Background: an optimization exercise with open tools, aiming at small area, a short achievable clock period and few clock cycles. Do not read the settings as production practice. Function was not checked in any run shown here: the RTL went through the layout flow alone.

==> flow/design.v (outline; a module is shown in full before it is edited, if it fits) <==
// module fir_filter: 3998 lines
// module fir_aoi21: 3 lines
// module fir_oai21: 3 lines
// module fir_nand2: 3 lines
// module fir_nor2: 3 lines
// module fir_inv: 3 lines
// module fir_xor2: 3 lines
// module fir_xnor2: 3 lines
// module fir_fa: 4 lines
// module fir_ha: 4 lines
module fir_filter #(
    parameter DATA_WIDTH = 16,
    parameter TAPS = 16
)(
    input wire clk,
    input wire reset,
    input wire start_fir,
    input wire [1:0] filter_mode,
    input wire [TAPS*DATA_WIDTH-1:0] input_buffer,
    output reg signed [DATA_WIDTH-1:0] fir_output,
    output reg fir_done
);
  // ...
==> flow/flow/run.sh <==
#!/bin/bash
# The standard layout (standard.sh) with smaller port buffers (buf_1).
set -uo pipefail
bash standard.sh "BUFFER_PORTS_ARGS=-buffer_cell sky130_fd_sc_hd__buf_1" finish > standard_make.log 2>&1
==> flow/standard.sh <==
#!/bin/bash
# synth_recipe.tcl (not shown) runs the flow's synth.tcl, then flattens the netlist and writes it again
# the make line also repeats each setting of config.mk as NAME=value (left out here)
make -C /OpenROAD-flow-scripts/flow DESIGN_CONFIG=/design/flow/config.mk WORK_HOME=/design/flow/orfs CLKGATE_MAP_FILE= SYNTH_SCRIPT=/design/flow/synth_recipe.tcl "${@:-finish}"
==> flow/config.mk <==
export PLATFORM = sky130hd
export DESIGN_NAME = fir_filter
export DESIGN_NICKNAME = fir_filter
export VERILOG_FILES = /design/flow/design.v
export SDC_FILE = /design/flow/constraint.sdc
export NUM_CORES = 4
export LEC_CHECK = 0
export CAP_MARGIN = 20
export CORE_MARGIN = 2
export CORE_UTILIZATION = 40
export GPL_TIMING_DRIVEN = 1
export PLACE_DENSITY = 0.6
export SETUP_SLACK_MARGIN = 4.5
export SLEW_MARGIN = 20
export SYNTH_HIERARCHICAL = 1
export SYNTH_MINIMUM_KEEP_SIZE = 0
==> flow/constraint.sdc <==
create_clock -name core_clock -period 11.0 [get_ports {clk}]
set_input_delay 2.2000 -clock core_clock [delete_from_list [all_inputs] [get_ports {clk}]]
set_output_delay 2.2000 -clock core_clock [all_outputs]
set_load 0.01 [all_outputs]
==> impl.org, run 1 <==
** Outcome
- Run status :: timing/DRC/antenna clean

** Routing
- In this run, the number of DRC markers left after iteration 0 of detailed routing was 1135.
- The first TritonRoute pass finished after 6 iterations.
- Average wire per standard cell :: 20.7 um
- Met3 routed wirelength :: 3.74 mm
- In the routed design, unresolved DRC markers number 0.

** Placement
- Counting tap cells, the placed design contains a total of 2953 instances.
- Area post-placement :: 19900 um2

** GRT
- In the global route stage, overall resource usage came out at 25.9%.
- The number of global-route vias before repair is 16.8k.
- Most used routing layer in global routing :: met2
- For met1 alone, demand over resource in global routing was 35.5%.
- Maximum number of pins on one net before global-route repair :: 79

** Layout
- The finished layout holds 2989 standard cells, fillers aside.
- Sequential cells make up 6.06% of the cell area.
- The design has 63 sequential cells.
- More flip-flops sit in one register than any other, and that register is r_eg.
- Among all cell classes, the greatest summed area belongs to multi-input gates.
- Combined area of the multi-input logic cells :: 17300 um2
- At the end of the flow the core is filled with cells to 46.6%.

** Floorplan
- The flow inserted 600 tap cells.
- Chip Height :: 218 um
- The initial utilization of the core area, before any placement, comes to 40.5%.
- Die Footprint :: 47700 um2

** STA
- Final Hold Viols :: 0
- Worst slack on hold paths :: 1.67 ns
- The worst path meets setup with 4.60 ns of slack.

** Critical path
- In this run the number of cells on the critical path is 14.
- Critical path capture point :: r0_14$_DFF_P_
- Required time of the critical path :: 11.21 ns
- Slowest library cell on the worst path :: sky130_fd_sc_hd__fa_1
- Critical path class :: input port to register

** Logic synthesis
- Area share of fa/ha/maj cells after synthesis :: 43.3%
- After synthesis, the cell types taking the most area are sky130_fd_sc_hd__fa_1, sky130_fd_sc_hd__ha_1, sky130_fd_sc_hd__a21oi_2, sky130_fd_sc_hd__nand2_1, sky130_fd_sc_hd__dfxtp_1.
- Most frequent cells after synthesis :: sky130_fd_sc_hd__nand2_1, sky130_fd_sc_hd__fa_1, sky130_fd_sc_hd__a21oi_2
- After Yosys synthesis, and, or, nand and nor cells account for 14.6% of the synthesized area.
- Async set or reset register ratio after synthesis :: 1.59%
- Cell accounting for the most synthesized area :: sky130_fd_sc_hd__fa_1
- Main combinational cell family by area after synthesis :: adder cells

** CTS
- After clock tree synthesis, the flow added hold-fix buffers numbering 0.
- Number of clock buffers inserted by TritonCTS :: 9
==> inputs of run 2 (changes only) <==
--- a/flow/config.mk
+++ b/flow/config.mk
@@ -10,7 +10,7 @@
 export CORE_UTILIZATION = 40
 export GPL_TIMING_DRIVEN = 1
 export PLACE_DENSITY = 0.6
-export SETUP_SLACK_MARGIN = 4.5
+export SETUP_SLACK_MARGIN = 4.8
 export SLEW_MARGIN = 20
 export SYNTH_HIERARCHICAL = 1
 export SYNTH_MINIMUM_KEEP_SIZE = 0
==> impl.org, run 2 <==
** Job
- Number of max-cap violations :: 0 (unchanged)

** GRT
- Maximum number of pins on one net before global-route repair :: 76 (was 79)
- Global-route wire length before repair :: 97.6 mm (was 95.7 mm)
- The global routing met3 resource utilization is 4.57% (was 2.52%).
- The number of antenna violations at the first check in global routing came to 1 (unchanged).
- M2 GR Usage :: 43.6% (was 43.8%)
- The global router's overall resource usage is 26.6% (was 25.9%).
- The leftover overflow at the end of global routing is 0 (unchanged).
- Most used routing layer in global routing :: met2 (unchanged)
- The number of global-route vias before repair came to 17.3k (was 16.8k).
- Met1 track demand over resource in global routing :: 35.0% (was 35.5%)

** Floorplan
- The core area is 45400 um2 (unchanged).
- The area of the die came to 47700 um2 (unchanged).
- Row cnt :: 78 (unchanged)
- Starting density of the core :: 40.5% (unchanged)
- I/O pin count :: 278 (unchanged)
- The floorplan die height was 218 um (unchanged).
- Horizontal die dimension :: 218 um (unchanged)

** STA
- Final Hold Viols :: 0 (unchanged)
- Pin slew with the least headroom to its limit :: 0.877 ns (was 0.953 ns)
- Post-route fraction of the period consumed by the critical path :: 56.8% (was 58.2%)
- The remaining max-slew budget at the tightest pin came to 41.6% (was 36.0%).
- Minimum clock period after layout :: 6.24 ns (was 6.40 ns)
- The final setup TNS came to 0 ns (unchanged).
- Number of setup violations in the final report :: 0 (unchanged)
- The max-slew violation count was 0 (unchanged).
- Setup repair after global routing missed its margin: true (unchanged).
- Final setup slack of the worst path :: 4.76 ns (was 4.60 ns)
- The highest clock frequency the design can meet came to 160 MHz (was 156 MHz).

** Logic synthesis
- The count of synthesis-stage warnings from yosys was 7 (unchanged).
- Post-synth EDFFs :: 0 (unchanged)
- Fraction of post-synthesis cell area in the top cell type by area :: 29.6% (unchanged)
- Number of storage elements in the synthesis netlist :: 63 (unchanged)
- Most frequent cells after synthesis :: sky130_fd_sc_hd__nand2_1, sky130_fd_sc_hd__fa_1, sky130_fd_sc_hd__a21oi_2 (unchanged)
- The sequential-to-total area share from yosys stat is 6.89% (unchanged).
- Leading post-synthesis cells by cell area: sky130_fd_sc_hd__fa_1, sky130_fd_sc_hd__ha_1, sky130_fd_sc_hd__a21oi_2, sky130_fd_sc_hd__nand2_1, sky130_fd_sc_hd__dfxtp_1 (unchanged).
- The cell taking the most area after synthesis is sky130_fd_sc_hd__fa_1 (unchanged).
- The distinct cell type count of the synthesized netlist is 33 (unchanged).
- Total standard cell area after synthesis :: 18400 um2 (unchanged)
- Synthesized instance count :: 2127 (unchanged)
- Most used standard cell by instance count after synthesis :: sky130_fd_sc_hd__nand2_1 (unchanged)
- The share of synthesized registers carrying an async set or reset is 1.59% (unchanged).
- The mean cell area of the mapped netlist was 8.64 um2 (unchanged).
- Primary FF master, synth :: sky130_fd_sc_hd__dfxtp_1 (unchanged)

** Routing
- Routed via count divided by cell count :: 5.62 (was 5.55)
- Average wire per standard cell :: 21.6 um (was 20.7 um)
- Number of DRC violations after detailed-routing iteration 0 :: 1112 (was 1135)
- Total wirelength of the detailed-routed design :: 66.2 mm (was 61.8 mm)
- The final routed DRC violation total came to 0 (unchanged).
- Detailed Routing Iterations Pass 1 :: 7 (was 6)
- Antenna viol nets, final :: 0 (unchanged)
- Vias :: 17.2k (was 16.6k)

** Layout
- The most frequent standard cell in the layout excluding fill and tap cells is sky130_fd_sc_hd__nand2_1 (unchanged).
- The signed area change from the synthesized netlist to the final layout was 32.4% (was 15.1%).
- Final nets :: 3187 (was 3117)
- Share of final-layout standard cells stronger than drive strength 1 :: 36.1% (was 18.8%)
- The largest register by flop count is r_eg (unchanged).
- Post-route design area :: 24300 um2 (was 21100 um2)
- The flip-flop count of the largest register after layout came to 17 (unchanged).
- Commonest cells after routing, fill and taps aside :: sky130_fd_sc_hd__nand2_1, sky130_fd_sc_hd__fa_1, sky130_fd_sc_hd__buf_1 (was sky130_fd_sc_hd__nand2_1, sky130_fd_sc_hd__buf_1, sky130_fd_sc_hd__fa_1)

** Critical path
- The kind of start point of the critical path was a register (was input port).
- The path type of the worst setup path was register to output port (was input port to register).
- Required time of the critical path :: 8.80 ns (was 11.21 ns)
- Data arrival time of the critical path :: 4.04 ns (was 6.60 ns)
- Sort of element at the end of the critical path :: output port (was register)
- Worst Path Max Fanout :: 4 (unchanged)
- First element of the critical path :: r0_17$_DFF_P_ (was input_buffer[73])

** CTS
- The clock-pin slew reported for the worst setup and hold paths after clock tree synthesis is 0.06 ns (was 0.05 ns).
- The total CTS buffers is 9 (unchanged).
- The number of sinks on the clock net was 63 (unchanged).
- Clock tree from TritonCTS :: done (unchanged)
- Number of levels the H-tree was split into :: 3 (unchanged)
- Hold-fix buffers, CTS :: 0 (unchanged)
- The root buffer selected by CTS is sky130_fd_sc_hd__clkbuf_16 (unchanged).
- Clk buf depth :: 2 (unchanged)

** Outcome
- Run status: timing/DRC/antenna clean (unchanged).

** Worst hold path
- Class of the most critical hold timing path :: input port to async pin (unchanged)

** Placement
- The area after detailed placement came to 20000 um2 (was 19900 um2).
- Pre-CTS setup slack :: 3.78 ns (was 3.84 ns)
- DPL Wire Length :: 54.1 mm (was 53.5 mm)
- Number of port buffers :: 277 (unchanged)
- RD Place Congestion :: 1.00 (about the same)
run 2: cell count changes in the layout (fill, tap and decap cells not counted), sizes merged:
cell	previous run	this run
clkinvlp	3	1
inv	45	48
buf	305	361
clkbuf	11	24
diode	0	3
run 2: cell families after synthesis:
group	share of synthesized area (%)
AOI/OAI and AO/OA	25.1
xor gates and xnor gates	6.86
adders and majority gates	43.3
buffers and inverters	2.96
DFF	6.89
muxes	0.334
other	0.0204
and+or+nand+nor	14.6
run 2: cell type report:
cell class                      instances  area, um2
Multi-Input combinational cell       1957      19800
Clock buffer                            9        225
Inverter                               47        185
Clock inverter                          7        125
Sequential cell                        63       1300
Fill cell                            4098      21000
Antenna cell                            3       7.51
Timing Repair Buffer                  376       1970
Tap cell                              600        751
run 2: routing by layer:
layer | wire, um | part of all wire, %
met1 | 27300 | 41
met2 | 30300 | 46
met3 | 5290 | 8.0
met4 | 3310 | 5.0
met5 | 0 | 0
run 2: worst paths after layout:
path                                 endpoint
worst min-delay path       fir_done$_DFF_PP0_
worst max-delay path           fir_output[13]
max in group asynchronous  fir_done$_DFF_PP0_
min in group core_clock    fir_done$_DFF_PP0_
run 2: timing repair:
action | in CTS | in global routing
setup endpoints to repair | 54 | 50
setup buffers | 53 | 31
cloned | 1 | 2
resized for setup | 249 | 420
pin swaps | 97 | 123
run 2: per-module statistics from Yosys, one instance, submodules excluded, a selection:
module	cell area, um2	times used	cells inside
fir_aoi21	8.76	270	1
fir_filter	4350	1	648
fir_fa	20.0	272	1
fir_ha	12.5	195	1
fir_inv	3.75	40	1
fir_nor2	3.75	126	1
fir_xnor2	8.76	49	1
run 2: per-stage QoR:
stage               cells  hold slack (ns)  util [%]
global placement     2956             2.01      44.0
finish               3062             1.67      53.6
detailed placement   2956             2.01      44.0
floorplan            2133             1.93         -
global route         3059             1.65      53.6
CTS                  3026             1.66      48.8
run 2: worst max-delay path: stages (launching register included):
cell and delay (ns):
sky130_fd_sc_hd__dfxtp_2 0.36, sky130_fd_sc_hd__fa_1 0.46, sky130_fd_sc_hd__fa_1 0.52, sky130_fd_sc_hd__fa_1 0.44, sky130_fd_sc_hd__fa_1 0.43, sky130_fd_sc_hd__ha_1 0.39, sky130_fd_sc_hd__nand2_1 0.17, sky130_fd_sc_hd__nor2_1 0.25
sky130_fd_sc_hd__nand2_1 0.14, sky130_fd_sc_hd__o21ai_1 0.19, sky130_fd_sc_hd__a21oi_2 0.07, sky130_fd_sc_hd__xnor2_1 0.15, sky130_fd_sc_hd__buf_2 0.15

port drivers added, routing unchanged:
The flow's constraints put no driver on any port. The routed layouts listed below were extracted and timed again, unchanged, in two steps.
Step 1: set_driving_cell puts a clkbuf_16 on clk and a buf_2 on each other input, an assumption about the parent block.
Step 2 also shifts input and output timing later by t, the mid clock arrival at the registers, as if the neighbouring blocks saw the same clock.
Slacks: ideal / step 1 / step 2; pairs: ideal / step 1.
| run | t, ns | setup WS [ns] | hold slack, ns | worst setup path after step 2 | worst data-port slew with drivers (ns) |
|---|---|---|---|---|---|
| run 1 | 0.365 | 4.602 / 4.614 / 4.253 | 1.668 / 1.652 / 2.018 | input to register | 0.05 |
| run 2 | 0.367 | 4.757 / 4.716 / 4.431 | 1.668 / 1.646 / 2.013 | input to register | 0.06 |
After both steps setup and hold are still met in every run listed. For run 1, which loses most, drivers alone change the setup slack by +0.012 ns; drivers and shift together by -0.349 ns.
